From an optimization exercise on the open Yosys and OpenROAD flow, aimed at small area; shortcuts taken in it are not production practice. Function was checked by simulation only, so behaviour that the tests miss may differ from the original. No activity file was given, so power comes from the tool's default toggle rates.

==> design/flow/design.v <==
`timescale 1ns/1ps
module top(
	input		sys_clk,
	input		sys_rst_n,
	input		[9:0]		i_adc,
	input		[9:0]		i_adc_dds,
	output		[9:0]		o_dac,
	output		[9:0]		o_dacP,
	input		phaseUpA,
	input		phaseDownA
);
wire	phaseClrA;
assign phaseClrA =1'b0;
wire	 	[9:0]	adc_data;
wire	 	[9:0]	adc_dds_data;
wire		[9:0]	la_filter_data;
wire		[9:0]	dacP_data;
wire		[9:0]	dacPMM_data;
wire		[63:0]	sum;
adc	adc_dutO(
	.clk			(sys_clk),
	.i_data			(i_adc),
	.o_data			(adc_data)
);
adc	adc_dutDds(
	.clk			(sys_clk),
	.i_data			(i_adc_dds),
	.o_data			(adc_dds_data)
);
dac	dac_dut(
	.clk			(sys_clk),
	.i_data			(la_filter_data),
	.o_data			(o_dac)
);
la_filter la_filter_dut(
	.clk			(sys_clk),
	.sys_rst_n		(sys_rst_n),
	.input_signal	(adc_data),
	.sigmaS_out		(la_filter_data),
	.sum			(sum)
);
dac	dac_dutPhase(
	.clk			(sys_clk),
	.i_data			(dacPMM_data),
	.o_data			(o_dacP)
);
phase_adjust phase_adjust_dut(
	.clk			(sys_clk),
	.sys_rst_n		(sys_rst_n),
	.input_signal	(adc_data),
	.output_signal	(dacP_data),
	.butt_phase_down(phaseUpA),
	.butt_phase_up	(phaseDownA),
	.butt_phase_clr	(phaseClrA)
);
b_rescue b_rescue_dut(
	.clk			(sys_clk),
	.sys_rst_n		(sys_rst_n),
	.rv_signal		(la_filter_data),
	.input_signalA	(dacP_data),
	.dds_input		(adc_dds_data),
	.dds_shift		(dacPMM_data)
);
endmodule
module adc(
	input			clk,
	input	[9:0]	i_data,
	output	[9:0]	o_data
);
parameter	DC_BIAS =10'd380;
assign o_data =i_data -DC_BIAS;
endmodule
module dac(
	input			clk,
	input	[9:0]	i_data,
	output	[9:0]	o_data
);
assign o_data =i_data;
endmodule
module la_filter(
	input			clk,
	input			sys_rst_n,
	input			[9:0]	input_signal,
	output			[9:0]	sigmaS_out,
	output reg		[63:0]	sum
);
reg	[9:0]	xi[0:127];
reg	[31:0]	sum128_to_16[0:15];
reg	[31:0]	sum16_to_4[0:3];
reg	[3:0]	delay_cnt;							 
integer	reg_index;
always @(posedge clk or negedge sys_rst_n)
	if(!sys_rst_n) begin
		for(reg_index =0;reg_index <128;reg_index =reg_index +1) begin
			xi[reg_index] <='d0;
		end
		delay_cnt <=3'd0;
	end
	else begin
		if(delay_cnt ==3'd2) begin
			delay_cnt <=3'd0;
			xi[0] <=input_signal;
			for(reg_index =0;reg_index <127;reg_index =reg_index +1) begin
				xi[reg_index +1] <=xi[reg_index];
			end
		end
		else
			delay_cnt <=delay_cnt +1'b1;
	end
always @(posedge clk or negedge sys_rst_n)		 
	if(!sys_rst_n) begin
		for(reg_index =0;reg_index <16;reg_index =reg_index +1) begin
			sum128_to_16[reg_index] <='d0;
		end
	end
	else begin
		for(reg_index =0;reg_index <16;reg_index =reg_index +1) begin
			sum128_to_16[reg_index] <=xi[reg_index*8]+xi[reg_index*8+1]+xi[reg_index*8+2]+xi[reg_index*8+3]
				+xi[reg_index*8+4]+xi[reg_index*8+5]+xi[reg_index*8+6]+xi[reg_index*8+7];
		end
	end
always @(posedge clk or negedge sys_rst_n)		 
	if(!sys_rst_n) begin
		for(reg_index =0;reg_index <4;reg_index =reg_index +1) begin
			sum16_to_4[reg_index] <='d0;
		end
	end
	else begin
		for(reg_index =0;reg_index <4;reg_index =reg_index +1) begin
			sum16_to_4[reg_index] <=sum128_to_16[4*reg_index] +sum128_to_16[4*reg_index+1] 
				+sum128_to_16[4*reg_index+2] +sum128_to_16[4*reg_index+3];
		end
	end
always @(posedge clk or negedge sys_rst_n)
	if(!sys_rst_n)
		sum <='d0;
	else 
		sum <=sum16_to_4[0]+sum16_to_4[1]+sum16_to_4[2]+sum16_to_4[3];
assign 		sigmaS_out =sum[10:1];				 
endmodule
module phase_adjust(
	input		clk,
	input		sys_rst_n,
	input		[9:0]	input_signal,
	output		[9:0]	output_signal,
	input		butt_phase_down,
	input		butt_phase_up,
	input		butt_phase_clr					 
);
wire	butt_phase_down_o;
wire	butt_phase_up_o;
reg			butt_phase_up_1,butt_phase_up_2;	
reg			butt_phase_down_1,butt_phase_down_2;	
reg	[8:0]		OUTPHASE;
parameter		PHASEFACTER		=16'd365;
integer			index;
reg	[9:0]	signal_shiftR[PHASEFACTER-1:0];
always @(posedge clk or negedge sys_rst_n)
	if(!sys_rst_n) begin
		for(index =0;index <PHASEFACTER;index =index +1) begin
			signal_shiftR[index] <='d0;
		end
	end
	else begin
		signal_shiftR[0] <=input_signal;
		for(index =0;index <PHASEFACTER -1;index =index +1) begin
			signal_shiftR[index +1] <=signal_shiftR[index];
		end
	end
wire	[PHASEFACTER*10-1:0]	signal_flat;
wire	[8:0]	rd_index =OUTPHASE -9'd1;
genvar	gi;
generate
	for(gi =0;gi <PHASEFACTER;gi =gi +1) begin : g_flat
		assign signal_flat[gi*10 +:10] =signal_shiftR[gi];
	end
endgenerate
assign output_signal =(OUTPHASE !=9'd0 &&OUTPHASE <=PHASEFACTER) ?signal_flat[rd_index*10 +:10] :10'd0;
always @(posedge clk or negedge sys_rst_n)
	if(!sys_rst_n) begin
		OUTPHASE <='d256;
	end
	else begin
		if(~butt_phase_down_o &&butt_phase_up_o && !butt_phase_clr)
			OUTPHASE <=OUTPHASE +'d2; 
		else if(butt_phase_down_o &&~butt_phase_up_o && !butt_phase_clr)
			OUTPHASE <=OUTPHASE -'d2;  
		else if (butt_phase_clr)
			OUTPHASE <='d256;
		else begin
			OUTPHASE <=OUTPHASE;
		end
	end
always @(posedge clk or negedge sys_rst_n) 
if(!sys_rst_n)begin
	butt_phase_down_1 <=1'b0;
	butt_phase_down_2 <=1'b0;
	butt_phase_up_1 <=1'b0;
	butt_phase_up_2 <=1'b0;
end
else begin
	butt_phase_down_1 <=butt_phase_down;
	butt_phase_down_2 <=butt_phase_down_1;
	butt_phase_up_1 <=butt_phase_up;
	butt_phase_up_2 <=butt_phase_up_1;
end
assign butt_phase_down_o =(butt_phase_down_2 &&~butt_phase_down_1);
assign butt_phase_up_o =(butt_phase_up_2 &&~butt_phase_up_1);	
endmodule
module b_rescue(
	input		clk,
	input		sys_rst_n,
	input		[9:0]	rv_signal,
	input		[9:0]	input_signalA,
	input		[9:0]	dds_input,
	output		[9:0]	dds_shift
);
reg	[9:0]	dds_input_shift	[255:0];
reg	[7:0]	shift_reg;
reg	[7:0]	tim_delay;
wire	signed [15:0]	R_error;
wire	signed [15:0]	N_error;
wire	signed [15:0]	L_error;
wire	 [15:0]	AbsR_error;
wire	 [15:0]	AbsN_error;
wire	 [15:0]	AbsL_error;
wire	[2559:0]	dds_flat;
wire	[7:0]	shift_up =shift_reg +8'd1;
wire	[7:0]	shift_dn =shift_reg -8'd1;
genvar	gi;
generate
	for(gi =0;gi <256;gi =gi +1) begin : g_flat
		assign dds_flat[gi*10 +:10] =dds_input_shift[gi];
	end
endgenerate
assign R_error =dds_flat[shift_up*10 +:10]+rv_signal		-input_signalA;
assign N_error =dds_flat[shift_reg*10 +:10] +rv_signal		-input_signalA;
assign L_error =dds_flat[shift_dn*10 +:10] +rv_signal  	-input_signalA;
assign AbsR_error=R_error[15] ==1'b1 ?~R_error+1'b1:R_error;
assign AbsN_error=N_error[15] ==1'b1 ?~N_error+1'b1:N_error;
assign AbsL_error=L_error[15] ==1'b1 ?~L_error+1'b1:L_error;
localparam	THOLD	='d11;				 
integer	reg_index;
always @(posedge clk or negedge sys_rst_n)
	if(!sys_rst_n) begin
		for(reg_index =0;reg_index <256;reg_index =reg_index +1) begin
			dds_input_shift[reg_index] <='d0;
		end
	end
	else begin
		dds_input_shift[0] <=dds_input;
		for(reg_index =0;reg_index <255;reg_index =reg_index +1) begin
			dds_input_shift[reg_index +1] <=dds_input_shift[reg_index];
		end
	end
always @(posedge clk or negedge sys_rst_n) 
	if(!sys_rst_n)
		tim_delay <='d0;
	else if(tim_delay !=240) begin
		tim_delay <=tim_delay +1'b1;
	end
	else begin
		tim_delay <=tim_delay;
	end
always @(posedge clk or negedge sys_rst_n) 
	if(!sys_rst_n)
		shift_reg <=8'h00;
	else if(tim_delay ==240) begin
		if(AbsR_error <AbsN_error  &&AbsN_error -AbsR_error >THOLD)
			shift_reg <=shift_reg +'d1;
		else if(AbsL_error <AbsN_error  &&AbsN_error -AbsL_error >THOLD)
			shift_reg <=shift_reg -'d1;
		else begin
			shift_reg <=shift_reg;
		end
	end
	else begin
		shift_reg <=8'h00;
	end
assign dds_shift =dds_flat[shift_reg*10 +:10];
endmodule
==> design/flow/run.sh <==
#!/bin/bash
# synth_recipe.tcl (not shown) runs the flow's synth.tcl, then flattens the netlist and writes it again
# the make line also repeats each setting of config.mk as NAME=value (left out here)
make -C /OpenROAD-flow-scripts/flow DESIGN_CONFIG=/design/flow/config.mk WORK_HOME=/design/flow/orfs CLKGATE_MAP_FILE= SYNTH_SCRIPT=/design/flow/synth_recipe.tcl finish
==> design/flow/config.mk <==
export PLATFORM = sky130hd
export DESIGN_NAME = top
export DESIGN_NICKNAME = top
export VERILOG_FILES = /design/flow/design.v
export SDC_FILE = /design/flow/constraint.sdc
export NUM_CORES = 4
export LEC_CHECK = 0
export CAP_MARGIN = 20
export CORE_MARGIN = 2
export CORE_UTILIZATION = 35
export GPL_ROUTABILITY_DRIVEN = 1
export PLACE_DENSITY = 0.55
export SLEW_MARGIN = 20
==> design/flow/constraint.sdc <==
create_clock -name core_clock -period 18.0 [get_ports {sys_clk}]
set_input_delay 3.6000 -clock core_clock [delete_from_list [all_inputs] [get_ports {sys_clk}]]
set_output_delay 3.6000 -clock core_clock [all_outputs]
set_load 0.01 [all_outputs]
==> results.txt <==
leading post-synthesis cells by instance count=7741 x sky130_fd_sc_hd__dfrtp_1, 3098 x sky130_fd_sc_hd__mux4_2, 3018 x sky130_fd_sc_hd__nand2_1; sort of element at the end of the critical path=flip-flop; largest net degree at the start of global routing=between 200 and 250; Synth top area share=60.4%; signed area change from the synthesized netlist to the final layout=13.4%; Multi-input gate area=0.118 sq mm; routed vias/inst=between 4 and 5; type of the most critical hold path=flip-flop to flip-flop; total number of yosys warnings=8; max-slew violation count=0; WL per Instance=around 20 um; area leader, netlist=sky130_fd_sc_hd__dfrtp_1; setup repair after global routing missed its margin=false; die area=slightly above 0.9 sq mm; delay contributed by the slowest stage of the critical path=approximately 1000 ps; number of DRC violations after detailed-routing iteration 0=approximately 11k; number of gates resized after CTS=0; proportion of layout cells with a drive suffix above 1=roughly a quarter; asr flop ratio synth=between 90% and 100%; maximum clock frequency=around 0.081 GHz; starting utilization of the core area=a little over a third; static leakage=164 nW; count of cells along the worst register-to-register path=33; Num Clock Sinks=a little under 8k; share of the clock period used by the worst path after layout=68.6%; Crit path required time=19010 ps; number of nets in the layout=around 21k; startpoint of the most critical hold path=phase_adjust_dut.signal_shiftR[52][3]$_DFF_PN0_; Slew Limit Headroom=a little under a quarter; die extent in x=961 um; # fillers=82.4k; initial antenna violation count=29; I/O Buffers=43; number of buffers created by CTS=795; Sum Neg Setup Slack=0 ps; Final WS setup=around 5600 ps; terminus of the critical flop-to-flop path=b_rescue_dut.shift_reg[7]$_DFFE_PN0P_; global route total overflow=0; die boundary height=between 900 and 1000 um; WS Path Type=flip-flop to flip-flop; Worst Path Max Fanout=just under 60; startpoint type of the worst setup path=flip-flop; register ranked first by flip-flop count=phase_adjust_dut.signal_shiftR; total area of sequential cells=slightly below 0.2 sq mm; via count of the first global-routing pass=~180k; transition at the pin with the smallest max-transition slack=1150 ps; cell with the biggest individual delay on the critical path=sky130_fd_sc_hd__dfrtp_4; number of library cell types mapped by synthesis=72; area of the placeable core=0.913 sq mm; mean instance size in the synthesized netlist=16.5 sq um; cell depth of the worst hold path=0; library cell with the highest instance count after synthesis=sky130_fd_sc_hd__dfrtp_1; worst vdd rail ir drop=0.510 mV; flop and latch count out of synthesis=7742; R2R Setup Slk=between 5000 and 6000 ps; row count=~350; Area contributors post-synth=sky130_fd_sc_hd__dfrtp_1 60%, sky130_fd_sc_hd__mux4_2 22%, sky130_fd_sc_hd__fa_1 6.4%, sky130_fd_sc_hd__nand2_1 3.5%, sky130_fd_sc_hd__inv_1 1.6%; top flop regs=phase_adjust_dut.signal_shiftR: 3640 flops, b_rescue_dut.dds_input_shift: 2560 flops, la_filter_dut.xi: 1280 flops; Setup Fix Bufs, Post-CTS=0; clock transition time at the flip-flop clock pins of the worst setup and hold paths=around 60 ps; detailed-route DRC error count=0; post-synthesis cell area=0.320 sq mm; source-to-sink clock delay at the later pin of the worst-skew pair=~1200 ps; number of buffers inserted by hold repair at cts=0; cell at the root of the clock tree=sky130_fd_sc_hd__clkbuf_16; ports placed on the boundary=44; detailed-router iteration count before antenna repair=6; global-route usage over all layers=between 10 and 15%; wire length reported by the detailed router=roughly 660000 um; number of enable-type register cells in the synthesized netlist=0; clock tree skew after final layout=between 100 and 150 ps; HPWL reported at the end of detailed placement=399000 um; sequential area share after synthesis=between 60% and 70%; wire length of the first global-routing pass=1070000 um; number of buffers between clock root and the deepest sink=4; max-capacitance violation count=0; Placer Congestion=just under 0.8; time the final worst path needs with I/O delays and setup=~12000 ps; result of the run=complete, no violations; most prevalent standard cell on the critical path=sky130_fd_sc_hd__mux4_2; Setup Slack @ Placement=5180 ps; Via Count=about 160k; endpoint of the worst hold-timing path=phase_adjust_dut.signal_shiftR[53][3]$_DFF_PN0_; top flip-flop cell by instance count after synthesis=sky130_fd_sc_hd__dfrtp_1; Syn Inst Count=about 20k; TritonCTS clock tree=built; final setup violating endpoints=0; Data arrival, critical path=between 10000 and 15000 ps; H-tree levels=6; total power density per cell area=approximately 130 mW/mm^2; Final ANT Viol Nets=0; final hold viol count=0; reg-to-reg startpoint=b_rescue_dut.shift_reg[1]$_DFFE_PN0P_; number of flip-flops in the largest register=3640
[how the worst max path moves through the flow]
stage / start / to / slack (ps)
finish: b_rescue_dut.shift_reg[1]$_DFFE_PN0P_ / b_rescue_dut.shift_reg[7]$_DFFE_PN0P_ / 5650
global route: b_rescue_dut.shift_reg[0]$_DFFE_PN0P_ / b_rescue_dut.shift_reg[7]$_DFFE_PN0P_ / 4590
CTS: b_rescue_dut.shift_reg[0]$_DFFE_PN0P_ / b_rescue_dut.shift_reg[7]$_DFFE_PN0P_ / 5180
detailed placement: b_rescue_dut.shift_reg[0]$_DFFE_PN0P_ / b_rescue_dut.shift_reg[7]$_DFFE_PN0P_ / 5180
global placement: b_rescue_dut.shift_reg[0]$_DFFE_PN0P_ / b_rescue_dut.shift_reg[1]$_DFFE_PN0P_ / 5070
floorplan: b_rescue_dut.shift_reg[0]$_DFFE_PN0P_ / b_rescue_dut.shift_reg[1]$_DFFE_PN0P_ / 8090
[layer usage]
metal / vias to the layer above / wire [um] / global-route usage, %
met4: 12 / 15700 / 3.28
met2: 3135 / 310000 / 22.7
li1: 68700 / - / -
met3: 957 / 30100 / 2.23
met1: 88500 / 301000 / 21.5
met5: - / 69 / 0
[cells by family after synthesis]
| kind of cell | after synthesis | synth area share, % |
|---|---|---|
| XOR/XNOR | 380 | 1.04 |
| adder cells (fa/ha/maj) | 1358 | 7.69 |
| flip-flops | 7742 | 60.5 |
| buffers and inverters | 2388 | 2.89 |
| multiplexers | 3159 | 22.0 |
| AO/OA/AOI/OAI | 1092 | 1.92 |
| AND/OR/NAND/NOR | 3323 | 4.03 |
| other | 2 | 0.00234 |
[metrics by stage]
stage | power [mW] | hold WS (ps) | area, sq um | std cells | util [%]
final | 47.6 | 222 | 364000 | 32400 | 39.8
after global routing | 50.2 | 217 | 364000 | 32400 | 39.8
after CTS | 48.3 | 217 | 363000 | 32400 | 39.8
after detailed placement | 30.5 | 335 | 335000 | 30900 | 36.7
after global placement | 30.5 | 331 | 335000 | 30900 | 36.7
after floorplan | 26.6 | 331 | 321000 | 19500 | -
[placed cells by master (no fill, tap or decap), drive strengths merged, types with 8 or more instances in the layout]
| cell type | count |
|---|---|
| dfrtp | 7741 |
| mux2 | 34 |
| a211oi | 24 |
| o21bai | 50 |
| xnor2 | 292 |
| clkdlybuf4s50 | 42 |
| a21oi | 205 |
| a21boi | 10 |
| fa | 1021 |
| and3 | 8 |
| buf | 270 |
| a31oi | 14 |
| ha | 337 |
| mux4 | 3098 |
| mux2i | 27 |
| a221o | 8 |
| nand4 | 13 |
| o21a | 19 |
| clkinv | 207 |
| nor3 | 18 |
| conb | 12 |
| clkbuf | 1122 |
| clkinvlp | 31 |
| o21ai | 629 |
| nor4 | 9 |
| o211ai | 12 |
| nand2 | 3018 |
| nor2 | 110 |
| nand2b | 29 |
| o22ai | 10 |
| a21o | 67 |
| nand3 | 52 |
| inv | 1404 |
| nor2b | 30 |
| bufinv | 101 |
| xor2 | 88 |
[worst max-delay path, delay by kind of cell (launching register included)]
kind            cells  cell delay [ps]
buf+inv             5             1950
compound gates     12             3040
flops               1              980
fa+ha+maj           5             2280
xor+xnor            1              130
mux                 5             2570
simple gates        5             1200
[power by group]
| group | switching (mW) | leakage, nW | internal (mW) | total (mW) |
|---|---|---|---|---|
| clock network | 7.10 | 13.9 | 10.4 | 17.5 |
| registers | 0.255 | 105 | 17.7 | 18.0 |
| logic | 7.49 | 44.7 | 4.67 | 12.2 |
[cell type report]
type	instances	area share, %
Timing Repair Buffer	312	0.895
Sequential cell	7742	53.3
Antenna cell	7	0.00482
Clock buffer	1122	6.33
Tap cell	12200	4.19
Multi-Input combinational cell	9324	32.4
Clock inverter	371	1.44
Inverter	1372	1.42

## separate check: timing with driven ports
No port has a modelled driver above. Below, the same layout with a new extraction and two added sets of constraints.
Step 1, drivers: a clkbuf_16 drives sys_clk and a buf_2 each remaining input, both assumed.
Step 2 adds t to the input delays and takes it off the output delays; t is the mean of the earliest and latest rising clock arrival at the registers after step 1. Input paths then give back, and output paths get back, about the clock's delay inside the block.
Slacks: ideal / step 1 / step 2; pairs: ideal / step 1.
shift t [ns]: 1.248
slack for setup (ns): 5.646 / 5.646 / 5.646
hold slack, ns: 0.222 / 0.222 / 0.222
slew at the worst register clock pin (ns): 0.08 / 0.08
worst data-port slew with drivers (ns): 0.19
After both steps this run still meets setup and hold. The setup slack of this run moves by 0.000 ns with the drivers and by 0.000 ns with both steps.
